What follows belongs to an exercise in optimizing a design on an open flow for small area; a production flow would make more cautious choices.
RTL that was checked went through simulation tests only; none was proved equivalent to the original.
Power is estimated from default activity; no workload was simulated.

==> flow/design.v <==
module findNext(index, letter);
	input [3:0] index;
	output reg [6:0] letter;
	parameter H = 7'h76;
	parameter E = 7'h79;
	parameter L = 7'h38;
	parameter O = 7'h3F;
	parameter U = 7'h3E;
	parameter r = 7'h50;
	parameter d = 7'h5E;
	always @(*) begin
		case(index)
			0:letter = H;
			1:letter = E;
			2:letter = L;
			3:letter = L;
			4:letter = O;
			5:letter = 7'h0;
			6:letter = U;
			7:letter = U;
			8:letter = O;
			9:letter = r;
			10:letter = L;
			11: letter = d;
			12:letter = 7'h0;
			default:letter = 7'h0;
		endcase
	end
endmodule
module hw_scroll_fsm(reset, clock, max_count, hexs);
	input reset, clock;
	input [27:0] max_count;
	output reg [41:0] hexs;
	reg [4:0] pos;
	localparam [4:0] S0 = 5'd30;
	localparam [4:0] S1 = 5'd8;
	localparam [4:0] S2 = 5'd9;
	localparam [4:0] S3 = 5'd10;
	localparam [4:0] S4 = 5'd11;
	localparam [4:0] S5 = 5'd12;
	localparam [4:0] S6 = 5'd7;
	localparam [4:0] S7 = 5'd6;
	localparam [4:0] S8 = 5'd23;
	localparam [4:0] S9 = 5'd16;
	localparam [4:0] S10 = 5'd1;
	localparam [4:0] S11 = 5'd18;
	localparam [4:0] S12 = 5'd25;
	localparam [4:0] S13 = 5'd20;
	localparam [4:0] S14 = 5'd0;
	localparam [4:0] S15 = 5'd17;
	localparam [4:0] S16 = 5'd2;
	localparam [4:0] S17 = 5'd3;
	localparam [4:0] S18 = 5'd4;
	reg [28:0] timer;
	reg [4:0] pos_next;
	wire stall = &max_count;
	wire fire = (pos == S1) | (timer[28] & timer[1] & timer[0] & ~stall);
	always @(posedge clock, posedge reset) begin
		if (reset)
			pos <= S0;
		else if (fire | (pos == S0))
			pos <= pos_next;
	end
	wire [29:0] carry;
	assign carry[0] = 1'b1;
	genvar k;
	generate
		for (k = 0; k < 29; k = k + 1) begin : inc
			assign carry[k+1] = carry[k] & timer[k];
		end
	endgenerate
	always @(posedge clock) begin
		if (fire)
			timer <= {1'b0, ~max_count};
		else
			timer <= timer ^ carry[28:0];
	end
	always @(*) begin
		case (pos)
			S0: pos_next = S1;
			S1: pos_next = S2;
			S2: pos_next = S3;
			S3: pos_next = S4;
			S4: pos_next = S5;
			S5: pos_next = S6;
			S6: pos_next = S7;
			S7: pos_next = S8;
			S8: pos_next = S9;
			S9: pos_next = S10;
			S10: pos_next = S11;
			S11: pos_next = S12;
			S12: pos_next = S13;
			S13: pos_next = S14;
			S14: pos_next = S15;
			S15: pos_next = S16;
			S16: pos_next = S17;
			S17: pos_next = S18;
			S18: pos_next = S6;
			default: pos_next = 5'bxxxxx;
		endcase
	end
	always @(*) begin
		case (pos)
			S0: hexs = 42'h3ffffffffff;
			S1: hexs = 42'h3ffffffffff;
			S2: hexs = 42'h3ffffffff89;
			S3: hexs = 42'h3ffffffc486;
			S4: hexs = 42'h3ffffe24347;
			S5: hexs = 42'h3fff121a3c7;
			S6: hexs = 42'h3f890d1e3c0;
			S7: hexs = 42'h04868f1e07f;
			S8: hexs = 42'h03478f03fc1;
			S9: hexs = 42'h23c781fe0c1;
			S10: hexs = 42'h23c0ff060c0;
			S11: hexs = 42'h207f830602f;
			S12: hexs = 42'h3fc183017c7;
			S13: hexs = 42'h20c180be3a1;
			S14: hexs = 42'h20c05f1d0ff;
			S15: hexs = 42'h202f8e87f89;
			S16: hexs = 42'h17c743fc486;
			S17: hexs = 42'h23a1fe24347;
			S18: hexs = 42'h10ff121a3c7;
			default: hexs = {42{1'bx}};
		endcase
	end
endmodule
export LEC_CHECK = 0
export ABC_AREA = 1
export CAP_MARGIN = 20
export CORE_MARGIN = 2
export CORE_UTILIZATION = 40
export CTS_BUF_LIST = sky130_fd_sc_hd__clkbuf_4
export CTS_CLUSTER_DIAMETER = 200
export CTS_CLUSTER_SIZE = 50
export SLEW_MARGIN = 20
create_clock -name core_clock -period 10.0 [get_ports {clock}]
standard.sh (not shown) runs the stock make flow with config.mk's settings and CLKGATE_MAP_FILE= SYNTH_SCRIPT=/design/flow/synth_recipe.tcl, a recipe that flattens the netlist after the stock synthesis.
==> flow/flow/run.sh <==
#!/bin/bash
# The standard ORFS layout (standard.sh) with three changes:
#  - synthesis runs ABC with the area script flow/area.abc instead of ORFS's
#    (flow/my_synth.tcl is synth_recipe.tcl plus that one substitution), and
#    without ORFS's half/full-adder extraction (ADDER_MAP_FILE empty);
#  - the port buffers use the smallest buffer cell, sky130_fd_sc_hd__buf_1.
# Registers, their names and cell types are those of the standard synthesis.
set -euo pipefail
W=$(pwd)
export MY_ABC_SCRIPT=$W/flow/area.abc
bash standard.sh SYNTH_SCRIPT=$W/flow/my_synth.tcl ADDER_MAP_FILE= \
  BUFFER_PORTS_ARGS="-buffer_cell sky130_fd_sc_hd__buf_1" finish > standard_flow.log 2>&1
==> flow/flow/area.abc <==
strash
balance -l; resub -K 6 -l; rewrite -l; resub -K 6 -N 2 -l; refactor -l; resub -K 8 -l; balance -l; resub -K 8 -N 2 -l; rewrite -l; resub -K 10 -l; rewrite -z -l; resub -K 10 -N 2 -l; balance -l; resub -K 12 -l; refactor -z -l; resub -K 12 -N 2 -l; rewrite -z -l; balance -l
balance -l; resub -K 6 -l; rewrite -l; resub -K 6 -N 2 -l; refactor -l; resub -K 8 -l; balance -l; resub -K 8 -N 2 -l; rewrite -l; resub -K 10 -l; rewrite -z -l; resub -K 10 -N 2 -l; balance -l; resub -K 12 -l; refactor -z -l; resub -K 12 -N 2 -l; rewrite -z -l; balance -l
dch -f
map -a
mfs2
strash
balance -l; resub -K 6 -l; rewrite -l; resub -K 6 -N 2 -l; refactor -l; resub -K 8 -l; balance -l; resub -K 8 -N 2 -l; rewrite -l; resub -K 10 -l; rewrite -z -l; resub -K 10 -N 2 -l; balance -l; resub -K 12 -l; refactor -z -l; resub -K 12 -N 2 -l; rewrite -z -l; balance -l
dch -f
map -a
topo
==> flow/flow/my_synth.tcl <==
proc synth {args} { yosys synth -nofsm -noshare {*}$args }
# Run ABC with our own, area-oriented script in place of ORFS's.
proc abc {args} {
  set i [lsearch -exact $args -script]
  if { $i >= 0 } { set args [lreplace $args [expr {$i + 1}] [expr {$i + 1}] $::env(MY_ABC_SCRIPT)] }
  yosys abc {*}$args
}
source $::env(SCRIPTS_DIR)/synth.tcl
# left out here: clear keep_hierarchy, flatten, clean up, hide names made inside functions, write 1_2_yosys.v
Then changed:
--- a/flow/design.v
+++ b/flow/design.v
@@ -29,31 +29,31 @@
 endmodule
 module hw_scroll_fsm(reset, clock, max_count, hexs);
 	input reset, clock;
 	input [27:0] max_count;
 	output reg [41:0] hexs;
 	reg [4:0] pos;
-	localparam [4:0] S0 = 5'd30;
+	localparam [4:0] S0 = 5'd0;
 	localparam [4:0] S1 = 5'd8;
 	localparam [4:0] S2 = 5'd9;
 	localparam [4:0] S3 = 5'd10;
 	localparam [4:0] S4 = 5'd11;
 	localparam [4:0] S5 = 5'd12;
 	localparam [4:0] S6 = 5'd7;
 	localparam [4:0] S7 = 5'd6;
-	localparam [4:0] S8 = 5'd23;
+	localparam [4:0] S8 = 5'd19;
 	localparam [4:0] S9 = 5'd16;
 	localparam [4:0] S10 = 5'd1;
 	localparam [4:0] S11 = 5'd18;
 	localparam [4:0] S12 = 5'd25;
-	localparam [4:0] S13 = 5'd20;
-	localparam [4:0] S14 = 5'd0;
-	localparam [4:0] S15 = 5'd17;
+	localparam [4:0] S13 = 5'd22;
+	localparam [4:0] S14 = 5'd30;
+	localparam [4:0] S15 = 5'd23;
 	localparam [4:0] S16 = 5'd2;
 	localparam [4:0] S17 = 5'd3;
-	localparam [4:0] S18 = 5'd4;
+	localparam [4:0] S18 = 5'd15;
 	reg [28:0] timer;
 	reg [4:0] pos_next;
 	wire stall = &max_count;
 	wire fire = (pos == S1) | (timer[28] & timer[1] & timer[0] & ~stall);
 	always @(posedge clock, posedge reset) begin
 		if (reset)
@@ -93,13 +93,13 @@
 			S13: pos_next = S14;
 			S14: pos_next = S15;
 			S15: pos_next = S16;
 			S16: pos_next = S17;
 			S17: pos_next = S18;
 			S18: pos_next = S6;
-			default: pos_next = 5'bxxxxx;
+			default: pos_next = {5{1'bx}};
 		endcase
 	end
 	always @(*) begin
 		case (pos)
 			S0: hexs = 42'h3ffffffffff;
 			S1: hexs = 42'h3ffffffffff;
Outcome: Die area fell by 3.1%. Non-clock buffer count rose by 1. Clock skew barely changes. Cell area fell by 2.5%. Hold slack is worse by 0.0031 ns. Utilization fell by 0.59 points. Maximum frequency fell by 3.4%. Clock power rose by 2.8%. Worst setup slack is worse by 0.18 ns. Via count rose by 1.1%. Synthesized area fell by 3.3%.
The RTL of the first run of this note was laid out without a check of its function.

## port drivers added, routing unchanged
Ports are ideal in the flow. The routed layouts listed here were re-timed in OpenROAD. Step 1 (the two cells are an assumption about what drives the block):
set clk [get_ports {clock}]
set_driving_cell -lib_cell sky130_fd_sc_hd__clkbuf_16 $clk
set_driving_cell -lib_cell sky130_fd_sc_hd__buf_2 [delete_from_list [all_inputs] $clk]
Step 2 moves the port delays by t, midway between the first and last clock arrival at a register: inputs arrive t later, outputs are due t later. That takes back most of the time a late clock gives input paths. Slacks: ideal ports / drivers / drivers and shift; pairs: ideal ports / drivers.
run | t, ns | setup WS [ns] | cell pins on the clock port's net
the first run | 0.353 | 5.076 / 5.053 / 5.403 | 1
the second run | 0.353 | 4.901 / 4.876 / 5.229 | 1
After both steps every run listed still meets setup and hold.
